Background: an optimization exercise with open tools, aiming at small area. Do not read the settings as production practice. At most, simulation tests tie the RTL to the original design; equivalence was not proved. Power figures rest on the tool's default switching activity, not on a simulated workload.

== before ==
==> flow/design.v (excerpt) <==
module	rtcclock #(
		parameter	DEFAULT_SPEED = 32'd2814750  
	) (
		input	wire		i_clk, i_reset,
		input	wire		i_wb_cyc, i_wb_stb, i_wb_we,
		input	wire	[2:0]	i_wb_addr,
		input	wire	[31:0]	i_wb_data,
		input	wire	[3:0]	i_wb_sel,
		output	reg	[31:0]	o_data,
		output	wire	[31:0]	o_sseg,
		output	wire	[15:0]	o_led,
		output	wire		o_interrupt,
		output	wire		o_ppd,
		input	wire		i_hack
	);
Size in the first run: ~2000 cells after synthesis, roughly 130 I/O pins.
Settings: LEC_CHECK=0, CAP_MARGIN=20, CORE_MARGIN=2, CORE_UTILIZATION=60, CTS_BUF_LIST=sky130_fd_sc_hd__clkbuf_8, CTS_CLUSTER_SIZE=30, SLEW_MARGIN=20; clock period 10.0 ns.
run.sh (not shown) runs the stock make flow with config.mk's settings and CLKGATE_MAP_FILE= SYNTH_SCRIPT=/design/flow/synth_recipe.tcl, a recipe that flattens the netlist after the stock synthesis.
The following lists how after was set up differently from before:
- CTS_CLUSTER_SIZE no longer set, was 30
- CTS_BUF_LIST now sky130_fd_sc_hd__clkbuf_4, was sky130_fd_sc_hd__clkbuf_8
- CORE_UTILIZATION now 40, was 60
[summary]
after: no failed stages, no open violations at the end
Looking at share of the cycle needed by the critical path after routing, after sits 2.7 points higher than before does.
Largest vdd supply drop: lower on after
On switching part of the total power, the higher figure sits with after, not before.
Share of total power in combinational logic: before vs after, no meaningful difference
Delta (after minus before): via count went up by about 0.9%, number of flops mapped to enable cells by yosys neither gained nor lost much.
after against before; number of inserted filler cells in the final layout is up by more than half.
In the reports for after and before, the smaller later-pin clock latency in the skew report belongs to before.
Taking before as the reference, in after first-pass GRT wire length now sits higher, part of the total power dissipated in sequential elements saw an increase.

rtcclock, a different RTL version from the one above (not shown whole).
Size: ~1,400 cells after synthesis, ~15,000 sq um of cells after synthesis.
// rtcclock
module	rtcclock #(
		parameter	DEFAULT_SPEED = 32'd2814750  
	) (
		input	wire		i_clk, i_reset,
		input	wire		i_wb_cyc, i_wb_stb, i_wb_we,
		input	wire	[2:0]	i_wb_addr,
		input	wire	[31:0]	i_wb_data,
		input	wire	[3:0]	i_wb_sel,
		output	reg	[31:0]	o_data,
		output	wire	[31:0]	o_sseg,
		output	wire	[15:0]	o_led,
		output	wire		o_interrupt,
		output	wire		o_ppd,
		input	wire		i_hack
	);
clock: 10.0 ns
lec_check: 0
cap_margin: 20
core_margin: 2
core_utilization: 40
gpl_timing_driven: 0
slew_margin: 20
standard.sh (not shown) runs the stock make flow with config.mk's settings and CLKGATE_MAP_FILE= SYNTH_SCRIPT=/design/flow/synth_recipe.tcl, a recipe that flattens the netlist after the stock synthesis.
==> flow/flow/run.sh <==
#!/bin/bash
# Own layout flow: the standard flow (standard.sh), with three changes.
#  1. After the standard synthesis, the combinational logic between the
#     registers is optimised and mapped again with area-oriented ABC
#     scripts (remap.sh): four recipes of ABC's &deepsyn run side by side,
#     and the netlist with the least cell area is laid out.
#     Registers, full-adder cells and tie cells are kept as the standard
#     synthesis made them, with their names.
#  2. Ports are buffered with sky130_fd_sc_hd__buf_1 instead of the default.
#  3. The clock tree uses larger sink clusters and no dummy loads.
# Each tool's full output goes to a log file in this folder (synth.log,
# remap/*/remap.log, layout.log); ORFS's own step logs stay under orfs/logs.
set -euo pipefail
HERE=$(pwd)
RES=$HERE/orfs/results/$FLOW_PLATFORM/rtcclock/base
VARS=(
  "BUFFER_PORTS_ARGS=-buffer_cell sky130_fd_sc_hd__buf_1"
  "CTS_ARGS=-sink_clustering_enable -repair_clock_nets -sink_clustering_size 16 -sink_clustering_max_diameter 80 -buf_list sky130_fd_sc_hd__clkbuf_8 -dont_use_dummy_load"
)

bash standard.sh "${VARS[@]}" synth > synth.log 2>&1

cp "$RES/1_2_yosys.v" "$HERE/standard_synth.v"

# Remapping: each recipe in a folder of its own, bounded in time.  Should all
# fail, the plain area mapping is used, and should that fail too, the
# standard netlist.
RECIPES=("0 3" "0 3 5" "0" "0 7")
mkdir -p remap
for i in "${!RECIPES[@]}"; do
  mkdir -p "remap/r$i"
  ( timeout 900 bash flow/remap.sh "$HERE/standard_synth.v" "$HERE/remap/r$i/out.v" \
      "${RECIPES[$i]}" > "remap/r$i/remap.log" 2>&1 \
    && grep "Chip area" "remap/r$i/remap.log" | tail -1 | awk '{print $NF}' > "remap/r$i/area" ) || true &
done
wait
BEST=""
BEST_AREA=""
for i in "${!RECIPES[@]}"; do
  if [[ -s "remap/r$i/area" ]]; then
    a=$(cat "remap/r$i/area")
    if [[ -z $BEST_AREA ]] || awk -v a="$a" -v b="$BEST_AREA" 'BEGIN{exit !(a < b)}'; then
      BEST=$i; BEST_AREA=$a
    fi
  fi
done
if [[ -n $BEST ]]; then
  echo "remap: recipe ${RECIPES[$BEST]} gives $BEST_AREA um2" > remap/chosen.txt
  cp "remap/r$BEST/out.v" "$RES/1_2_yosys.v"
else
  mkdir -p remap/plain
  if timeout 600 bash flow/remap.sh "$HERE/standard_synth.v" "$HERE/remap/plain/out.v" plain \
      > remap/plain/remap.log 2>&1; then
    echo "remap: plain" > remap/chosen.txt
    cp "remap/plain/out.v" "$RES/1_2_yosys.v"
  else
    echo "remap: none, standard netlist" > remap/chosen.txt
  fi
fi
rm -f "$RES/1_synth.odb" "$RES/1_synth.sdc"

bash standard.sh "${VARS[@]}" finish > layout.log 2>&1
Other scripts of this flow, unchanged in this note and not shown: flow/flow/remap.sh
The first run finished with timing, DRC and antenna clean.
Edit:
--- a/flow/flow/run.sh
+++ b/flow/flow/run.sh
@@ -16,5 +16,5 @@
 VARS=(
   "BUFFER_PORTS_ARGS=-buffer_cell sky130_fd_sc_hd__buf_1"
-  "CTS_ARGS=-sink_clustering_enable -repair_clock_nets -sink_clustering_size 16 -sink_clustering_max_diameter 80 -buf_list sky130_fd_sc_hd__clkbuf_8 -dont_use_dummy_load"
+  "CTS_ARGS=-sink_clustering_enable -repair_clock_nets -sink_clustering_size 16 -sink_clustering_max_diameter 80 -buf_list sky130_fd_sc_hd__clkbuf_4 sky130_fd_sc_hd__clkbuf_8 -dont_use_dummy_load"
 )
 
--- a/flow/config.mk
+++ b/flow/config.mk
@@ -9,4 +9,3 @@
 export CORE_MARGIN = 2
 export CORE_UTILIZATION = 40
-export GPL_TIMING_DRIVEN = 0
 export SLEW_MARGIN = 20
The new run never finished: it broke off in clock tree synthesis (4_1_cts). Synthesized cell count grows slightly. Synthesized area grows slightly.
Edit:
--- a/flow/flow/run.sh
+++ b/flow/flow/run.sh
@@ -16,5 +16,5 @@
 VARS=(
   "BUFFER_PORTS_ARGS=-buffer_cell sky130_fd_sc_hd__buf_1"
-  "CTS_ARGS=-sink_clustering_enable -repair_clock_nets -sink_clustering_size 16 -sink_clustering_max_diameter 80 -buf_list sky130_fd_sc_hd__clkbuf_4 sky130_fd_sc_hd__clkbuf_8 -dont_use_dummy_load"
+  "CTS_ARGS=-sink_clustering_enable -repair_clock_nets -sink_clustering_size 16 -sink_clustering_max_diameter 80 -buf_list sky130_fd_sc_hd__clkbuf_8 -dont_use_dummy_load"
 )
 
--- a/flow/config.mk
+++ b/flow/config.mk
@@ -8,4 +8,5 @@
 export CAP_MARGIN = 20
 export CORE_MARGIN = 2
-export CORE_UTILIZATION = 40
+export CORE_UTILIZATION = 55
+export GPL_TIMING_DRIVEN = 0
 export SLEW_MARGIN = 20
Effect: With this change the flow finished clean; synthesized area is lower by about 0.4%; synthesized cell count is lower by 1.2%.
Edit:
--- a/flow/config.mk
+++ b/flow/config.mk
@@ -8,5 +8,4 @@
 export CAP_MARGIN = 20
 export CORE_MARGIN = 2
-export CORE_UTILIZATION = 55
-export GPL_TIMING_DRIVEN = 0
+export CORE_UTILIZATION = 40
 export SLEW_MARGIN = 20
Result:
- The new run ran to the end with no violations
- cell count increases by about 7%
- routed wire length climbs by about 6%
- maximum frequency is higher by 2.1%
- die area climbs by 37%
- synthesized cell count stays the same
- via count shrinks by 0.33%
- cell area went up by 0.65%
- total power goes up by 0.55%
- first-iteration DRC count goes down by 14%
- setup slack gets better by 0.15 ns
- utilization decreases by 17 points
No run of this note included a check of the RTL's function; only the layout flow was run.

Another version of the RTL of rtcclock (not shown whole).
Size: ~1600 cells after synthesis, about 410 flip-flops, roughly 0.017 mm^2 of cells after synthesis.
clock: 10.0 ns
lec_check: 0
cap_margin: 20
core_margin: 2
core_utilization: 40
slew_margin: 20
==> flow/flow/run.sh <==
#!/bin/bash
# Standard layout, with smaller port buffers and a clock tree of larger
# sink clusters.  The make output goes to make.log in this folder; ORFS's
# own per-step logs stay under orfs/logs.
set -euo pipefail
bash standard.sh \
  BUFFER_PORTS_ARGS="-buffer_cell sky130_fd_sc_hd__buf_1" \
  CTS_ARGS="-sink_clustering_enable -repair_clock_nets -sink_clustering_size 16 -sink_clustering_max_diameter 60 -buf_list sky130_fd_sc_hd__clkbuf_8 -dont_use_dummy_load" \
  finish > make.log 2>&1
The first run produced a clean layout.
Edit:
==> flow/flow/run.sh (replaced) <==
#!/bin/bash
# Standard layout, with smaller port buffers and a clock tree of larger
# sink clusters.  The make output goes to make.log in this folder; ORFS's
# own per-step logs stay under orfs/logs.
set -euo pipefail
bash standard.sh \
  BUFFER_PORTS_ARGS="-buffer_cell sky130_fd_sc_hd__buf_1" \
  CTS_ARGS="-sink_clustering_enable -repair_clock_nets -sink_clustering_size 20 -sink_clustering_max_diameter 80 -buf_list sky130_fd_sc_hd__clkbuf_16 -dont_use_dummy_load" \
  finish > make.log 2>&1
Settings changed: ABC_AREA set to 1, ABC_CLOCK_PERIOD_IN_PS set to 10000.
Result:
- worst setup slack gets better by 0.13 ns
- power went up by a few percent
- utilization went up by 0.16 points
- global-route usage went down by 0.43 points
Function was not checked in any run of this note: the RTL went through the layout flow alone.

== juniper ==
Another version of the RTL of rtcclock (not shown whole).
Size in the first run: ~130 I/O pins.
==> flow/config.mk <==
export PLATFORM = sky130hd
export DESIGN_NAME = rtcclock
export DESIGN_NICKNAME = rtcclock
export VERILOG_FILES = /design/flow/design.v
export SDC_FILE = /design/flow/constraint.sdc
export NUM_CORES = 4
export LEC_CHECK = 0
export CAP_MARGIN = 20
export CORE_MARGIN = 2
export CORE_UTILIZATION = 40
export SLEW_MARGIN = 20
==> flow/constraint.sdc <==
create_clock -name core_clock -period 10.0 [get_ports {i_clk}]
set_input_delay 2.0000 -clock core_clock [delete_from_list [all_inputs] [get_ports {i_clk}]]
set_output_delay 2.0000 -clock core_clock [all_outputs]
set_load 0.01 [all_outputs]
==> flow/flow/run.sh <==
#!/bin/bash
# Own layout flow: the standard flow (standard.sh), with three changes.
#  1. After the standard synthesis, the combinational logic between the
#     registers is mapped again with an area-oriented ABC script (remap.sh).
#     Registers, adder cells and tie cells are kept as the standard
#     synthesis made them, with their names.
#  2. Ports are buffered with sky130_fd_sc_hd__buf_1 instead of the default.
#  3. The clock tree uses larger sink clusters and no dummy loads.
# Each tool's full output goes to a log file in this folder (synth.log,
# remap.log, layout.log); ORFS's own step logs stay under orfs/logs.
set -euo pipefail
HERE=$(pwd)
RES=$HERE/orfs/results/$FLOW_PLATFORM/rtcclock/base
VARS=(
  "BUFFER_PORTS_ARGS=-buffer_cell sky130_fd_sc_hd__buf_1"
  "CTS_ARGS=-sink_clustering_enable -repair_clock_nets -sink_clustering_size 20 -sink_clustering_max_diameter 80 -buf_list sky130_fd_sc_hd__clkbuf_16 -dont_use_dummy_load"
)

bash standard.sh "${VARS[@]}" synth > synth.log 2>&1

cp "$RES/1_2_yosys.v" "$HERE/standard_synth.v"
bash flow/remap.sh "$HERE/standard_synth.v" "$HERE/remapped.v" > remap.log 2>&1
cp "$HERE/remapped.v" "$RES/1_2_yosys.v"
rm -f "$RES/1_synth.odb" "$RES/1_synth.sdc"

bash standard.sh "${VARS[@]}" finish > layout.log 2>&1
==> flow/flow/remap.sh <==
#!/bin/bash
# remap.sh IN.v OUT.v: maps the combinational logic of a synthesized netlist
# again with an area-oriented ABC script.  Flip-flops, adder cells and tie
# cells stay as they are, with their instance names.
set -euo pipefail
IN=$1; OUT=$2
LIB=$FLOW_HOME/platforms/$FLOW_PLATFORM/lib/sky130_fd_sc_hd__tt_025C_1v80.lib
# The platform's don't-use cells (DONT_USE_CELLS) that are in the library
DONTUSE=$(grep -oE 'cell *\( *"?sky130_fd_sc_hd__(lpflow_[a-z0-9_]+|probec?_p_8)' "$LIB" \
  | sed -E 's/.*(sky130_fd_sc_hd__[a-z0-9_]+)/-dont_use \1/' | tr '\n' ' ')
cat > remap.ys <<EOY
read_liberty -ignore_miss_func $LIB
read_verilog $IN
hierarchy -top $FLOW_TOP
setattr -mod -set keep_hierarchy 1 sky130_fd_sc_hd__df* sky130_fd_sc_hd__edf* sky130_fd_sc_hd__fa_* sky130_fd_sc_hd__ha_* sky130_fd_sc_hd__conb_*
flatten
opt_clean
abc -liberty $LIB $DONTUSE -script +strash;dc2;dc2;dch,-f;amap;topo
opt_clean
splitnets
opt_clean -purge
hilomap -singleton -hicell sky130_fd_sc_hd__conb_1 HI -locell sky130_fd_sc_hd__conb_1 LO
insbuf -buf sky130_fd_sc_hd__buf_4 A X
select $FLOW_TOP
write_verilog -noattr -nohex -nodec -selected $OUT
EOY
yosys -s remap.ys
# The result must be made of library cells only
yosys -p "read_liberty -lib $LIB; read_verilog $OUT; hierarchy -check -top $FLOW_TOP; check -assert -mapped; stat -liberty $LIB"
What raven does differently from juniper at the input level:
==> flow/flow/run.sh <==
#!/bin/bash
# Own layout flow: the standard flow (standard.sh), with three changes.
#  1. After the standard synthesis, the combinational logic between the
#     registers is optimised and mapped again with area-oriented ABC
#     scripts (remap.sh).
#     Registers, full-adder cells and tie cells are kept as the standard
#     synthesis made them, with their names.
#  2. Ports are buffered with sky130_fd_sc_hd__buf_1 instead of the default.
#  3. The clock tree uses larger sink clusters and no dummy loads.
# Each tool's full output goes to a log file in this folder (synth.log,
# remap.log, layout.log); ORFS's own step logs stay under orfs/logs.
set -euo pipefail
HERE=$(pwd)
RES=$HERE/orfs/results/$FLOW_PLATFORM/rtcclock/base
VARS=(
  "BUFFER_PORTS_ARGS=-buffer_cell sky130_fd_sc_hd__buf_1"
  "CTS_ARGS=-sink_clustering_enable -repair_clock_nets -sink_clustering_size 26 -sink_clustering_max_diameter 120 -buf_list sky130_fd_sc_hd__clkbuf_16 -dont_use_dummy_load"
)

bash standard.sh "${VARS[@]}" synth > synth.log 2>&1

cp "$RES/1_2_yosys.v" "$HERE/standard_synth.v"
# The deep AIG optimisation is bounded in time; should it fail, the plain
# area mapping is used, and should that fail too, the standard netlist.
if timeout 1200 bash flow/remap.sh "$HERE/standard_synth.v" "$HERE/remapped.v" deep > remap.log 2>&1; then
  cp "$HERE/remapped.v" "$RES/1_2_yosys.v"
elif timeout 600 bash flow/remap.sh "$HERE/standard_synth.v" "$HERE/remapped.v" plain > remap_plain.log 2>&1; then
  cp "$HERE/remapped.v" "$RES/1_2_yosys.v"
fi
rm -f "$RES/1_synth.odb" "$RES/1_synth.sdc"

bash standard.sh "${VARS[@]}" finish > layout.log 2>&1
==> flow/flow/remap.sh <==
#!/bin/bash
# remap.sh IN.v OUT.v [deep|plain]: maps the combinational logic of a
# synthesized netlist again with an area-oriented ABC script; "deep" first
# shrinks the logic with ABC's &deepsyn for up to a minute.  Flip-flops,
# full-adder cells and tie cells stay as they are, with their instance
# names; half adders are mapped again with the rest of the logic.
set -euo pipefail
IN=$1; OUT=$2; MODE=${3:-plain}
MAP="&get,-n;&dch,-f;&nf,-R,1000,-p,-F,4;&put;topo"
if [[ $MODE == deep ]]; then
  SCRIPT="+strash;&get,-n;&deepsyn,-T,60;&put;$MAP"
else
  SCRIPT="+strash;dc2;dc2;$MAP"
fi
LIB=$FLOW_HOME/platforms/$FLOW_PLATFORM/lib/sky130_fd_sc_hd__tt_025C_1v80.lib
# The platform's don't-use cells (DONT_USE_CELLS) that are in the library
DONTUSE=$(grep -oE 'cell *\( *"?sky130_fd_sc_hd__(lpflow_[a-z0-9_]+|probec?_p_8)' "$LIB" \
  | sed -E 's/.*(sky130_fd_sc_hd__[a-z0-9_]+)/-dont_use \1/' | tr '\n' ' ')
cat > remap.ys <<EOY
read_liberty -ignore_miss_func $LIB
read_verilog $IN
hierarchy -top $FLOW_TOP
setattr -mod -set keep_hierarchy 1 sky130_fd_sc_hd__df* sky130_fd_sc_hd__edf* sky130_fd_sc_hd__fa_* sky130_fd_sc_hd__conb_*
flatten
opt_clean
abc -liberty $LIB $DONTUSE -script $SCRIPT $FLOW_TOP
opt_clean
splitnets
opt_clean -purge
hilomap -singleton -hicell sky130_fd_sc_hd__conb_1 HI -locell sky130_fd_sc_hd__conb_1 LO
insbuf -buf sky130_fd_sc_hd__buf_1 A X
select $FLOW_TOP
write_verilog -noattr -nohex -nodec -selected $OUT
EOY
yosys -s remap.ys
# The result must be made of library cells only
yosys -p "read_liberty -lib $LIB; read_verilog $OUT; hierarchy -check -top $FLOW_TOP; check -assert -mapped; stat -liberty $LIB"
### Flow results
Re worst reg2reg path depth: raven is 5 down on juniper.
Maximum number of pins on one net before global-route repair: higher on juniper
Going from juniper to raven, depth of the critical timing path with buffers and inverters included shrank by more than 10%.
Maximum net fanout on the critical path for raven is higher than for juniper.
The non-clock inverter count in the final layout of raven is lower than that of juniper.
Compared with juniper, in raven average routed wire per standard cell went up, cell area after layout went down 7.0%.
Taking juniper as the reference, in raven global-route usage moved down, row count went down about 4%.
[inputs] harbor vs raven
==> flow/flow/run.sh <==
#!/bin/bash
# Own layout flow: the standard flow (standard.sh), with three changes.
#  1. After the standard synthesis, the combinational logic between the
#     registers is mapped again with an area-oriented ABC script (remap.sh).
#     Registers, adder cells and tie cells are kept as the standard
#     synthesis made them, with their names.
#  2. Ports are buffered with sky130_fd_sc_hd__buf_1 instead of the default.
#  3. The clock tree uses larger sink clusters and no dummy loads.
# Each tool's full output goes to a log file in this folder (synth.log,
# remap.log, layout.log); ORFS's own step logs stay under orfs/logs.
set -euo pipefail
HERE=$(pwd)
RES=$HERE/orfs/results/$FLOW_PLATFORM/rtcclock/base
VARS=(
  "BUFFER_PORTS_ARGS=-buffer_cell sky130_fd_sc_hd__buf_1"
  "CTS_ARGS=-sink_clustering_enable -repair_clock_nets -sink_clustering_size 26 -sink_clustering_max_diameter 120 -buf_list sky130_fd_sc_hd__clkbuf_16 -dont_use_dummy_load"
)

bash standard.sh "${VARS[@]}" synth > synth.log 2>&1

cp "$RES/1_2_yosys.v" "$HERE/standard_synth.v"
bash flow/remap.sh "$HERE/standard_synth.v" "$HERE/remapped.v" > remap.log 2>&1
cp "$HERE/remapped.v" "$RES/1_2_yosys.v"
rm -f "$RES/1_synth.odb" "$RES/1_synth.sdc"

bash standard.sh "${VARS[@]}" finish > layout.log 2>&1
==> flow/flow/remap.sh <==
#!/bin/bash
# remap.sh IN.v OUT.v: maps the combinational logic of a synthesized netlist
# again with an area-oriented ABC script.  Flip-flops, adder cells and tie
# cells stay as they are, with their instance names.
set -euo pipefail
IN=$1; OUT=$2
LIB=$FLOW_HOME/platforms/$FLOW_PLATFORM/lib/sky130_fd_sc_hd__tt_025C_1v80.lib
# The platform's don't-use cells (DONT_USE_CELLS) that are in the library
DONTUSE=$(grep -oE 'cell *\( *"?sky130_fd_sc_hd__(lpflow_[a-z0-9_]+|probec?_p_8)' "$LIB" \
  | sed -E 's/.*(sky130_fd_sc_hd__[a-z0-9_]+)/-dont_use \1/' | tr '\n' ' ')
cat > remap.ys <<EOY
read_liberty -ignore_miss_func $LIB
read_verilog $IN
hierarchy -top $FLOW_TOP
setattr -mod -set keep_hierarchy 1 sky130_fd_sc_hd__df* sky130_fd_sc_hd__edf* sky130_fd_sc_hd__fa_* sky130_fd_sc_hd__ha_* sky130_fd_sc_hd__conb_*
flatten
opt_clean
abc -liberty $LIB $DONTUSE -script +strash;dc2;dc2;dch,-f;amap,-m,-F,3,-A,8,-C,2000;topo
opt_clean
splitnets
opt_clean -purge
hilomap -singleton -hicell sky130_fd_sc_hd__conb_1 HI -locell sky130_fd_sc_hd__conb_1 LO
insbuf -buf sky130_fd_sc_hd__buf_1 A X
select $FLOW_TOP
write_verilog -noattr -nohex -nodec -selected $OUT
EOY
yosys -s remap.ys
# The result must be made of library cells only
yosys -p "read_liberty -lib $LIB; read_verilog $OUT; hierarchy -check -top $FLOW_TOP; check -assert -mapped; stat -liberty $LIB"
==> comparison <==
Measured against each other, raven and harbor differ in hold slack, the higher figure coming from harbor.
Between harbor and raven, it is harbor whose number of cells on the worst reg-to-reg path is higher, by about 25%.
Compared with raven, harbor is hungrier on power.
Against raven as the reference, harbor delivers a lower sequential share of layout area.
harbor vs raven — setup slack at placement dropped 0.36 ns.
The pin count of the biggest net entering global routing in harbor is 0.857 times that in raven.
> inputs changed (harbor -> pepper)
diff --git a/flow/flow/run.sh b/flow/flow/run.sh
--- a/flow/flow/run.sh
+++ b/flow/flow/run.sh
@@ -2,5 +2,6 @@
 # Own layout flow: the standard flow (standard.sh), with three changes.
 #  1. After the standard synthesis, the combinational logic between the
-#     registers is mapped again with an area-oriented ABC script (remap.sh).
+#     registers is optimised and mapped again with area-oriented ABC
+#     scripts (remap.sh).
 #     Registers, adder cells and tie cells are kept as the standard
 #     synthesis made them, with their names.
@@ -20,6 +21,11 @@
 
 cp "$RES/1_2_yosys.v" "$HERE/standard_synth.v"
-bash flow/remap.sh "$HERE/standard_synth.v" "$HERE/remapped.v" > remap.log 2>&1
-cp "$HERE/remapped.v" "$RES/1_2_yosys.v"
+# The deep AIG optimisation is bounded in time; should it fail, the plain
+# area mapping is used, and should that fail too, the standard netlist.
+if timeout 1200 bash flow/remap.sh "$HERE/standard_synth.v" "$HERE/remapped.v" deep > remap.log 2>&1; then
+  cp "$HERE/remapped.v" "$RES/1_2_yosys.v"
+elif timeout 600 bash flow/remap.sh "$HERE/standard_synth.v" "$HERE/remapped.v" plain > remap_plain.log 2>&1; then
+  cp "$HERE/remapped.v" "$RES/1_2_yosys.v"
+fi
 rm -f "$RES/1_synth.odb" "$RES/1_synth.sdc"
 
diff --git a/flow/flow/remap.sh b/flow/flow/remap.sh
--- a/flow/flow/remap.sh
+++ b/flow/flow/remap.sh
@@ -1,8 +1,15 @@
 #!/bin/bash
-# remap.sh IN.v OUT.v: maps the combinational logic of a synthesized netlist
-# again with an area-oriented ABC script.  Flip-flops, adder cells and tie
-# cells stay as they are, with their instance names.
+# remap.sh IN.v OUT.v [deep|plain]: maps the combinational logic of a
+# synthesized netlist again with an area-oriented ABC script; "deep" first
+# shrinks the logic with ABC's &deepsyn for up to a minute.  Flip-flops,
+# adder cells and tie cells stay as they are, with their instance names.
 set -euo pipefail
-IN=$1; OUT=$2
+IN=$1; OUT=$2; MODE=${3:-plain}
+MAP="dch,-f;amap,-m,-F,3,-A,8,-C,2000;topo"
+if [[ $MODE == deep ]]; then
+  SCRIPT="+strash;&get,-n;&deepsyn,-T,60;&put;$MAP"
+else
+  SCRIPT="+strash;dc2;dc2;$MAP"
+fi
 LIB=$FLOW_HOME/platforms/$FLOW_PLATFORM/lib/sky130_fd_sc_hd__tt_025C_1v80.lib
 # The platform's don't-use cells (DONT_USE_CELLS) that are in the library
@@ -16,5 +23,5 @@
 flatten
 opt_clean
-abc -liberty $LIB $DONTUSE -script +strash;dc2;dc2;dch,-f;amap,-m,-F,3,-A,8,-C,2000;topo
+abc -liberty $LIB $DONTUSE -script $SCRIPT $FLOW_TOP
 opt_clean
 splitnets
==> results.txt <==
harbor has a higher total power consumption of the routed design than pepper.
Fraction of power consumed by combinational cells in pepper is 0.6 points lower than in harbor
NOTE: worst setup slack in pepper exceeds that of harbor
Comparing harbor and pepper, first-pass GRT wire length is lower on pepper.
Re final cell count: harbor was higher than pepper.

-- port drivers added, routing unchanged --
How much do the figures lean on ideal ports? The routed layouts below were timed once more, with nothing changed but the port constraints.
Step 1 sets driving cells, clkbuf_16 on the clock port and buf_2 on the other inputs (assumed; they add their load-dependent delay and slew).
Step 2 adds t to the input delays and takes it off the output delays; t is the mean of the earliest and latest rising clock arrival at the registers after step 1. Input paths then give back, and output paths get back, about the clock's delay inside the block.
Slacks: no drivers / after step 1 / after step 2; pairs: no drivers / after step 1.
run	t (ns)	setup slack, ns	latest minus earliest clock arrival (ns)	worst register clock-pin slew, ns
before	0.633	5.177 / 5.126 / 4.880	0.025 / 0.025	0.07 / 0.07
after	0.832	4.902 / 4.855 / 5.272	0.056 / 0.055	0.07 / 0.07
the first run of note 2	0.645	2.556 / 2.556 / 2.556	0.052 / 0.053	0.12 / 0.12
the third run of note 2	0.624	2.631 / 2.631 / 2.631	0.050 / 0.050	0.10 / 0.10
the fourth run of note 2	0.655	2.781 / 2.781 / 2.781	0.056 / 0.056	0.11 / 0.11
the first run of note 3	0.613	2.197 / 2.197 / 2.197	0.059 / 0.059	0.10 / 0.10
the second run of note 3	0.615	2.332 / 2.332 / 2.332	0.047 / 0.047	0.09 / 0.09
juniper	0.605	2.406 / 2.406 / 2.406	0.032 / 0.032	0.09 / 0.09
raven	0.578	2.667 / 2.667 / 2.667	0.052 / 0.053	0.11 / 0.11
harbor	0.581	2.342 / 2.342 / 2.342	0.026 / 0.025	0.11 / 0.11
pepper	0.585	2.407 / 2.407 / 2.407	0.044 / 0.043	0.11 / 0.11
After both steps setup and hold are still met in every run listed. The setup slack of before, which loses most, moves by -0.051 ns with the drivers and by -0.297 ns with both steps.
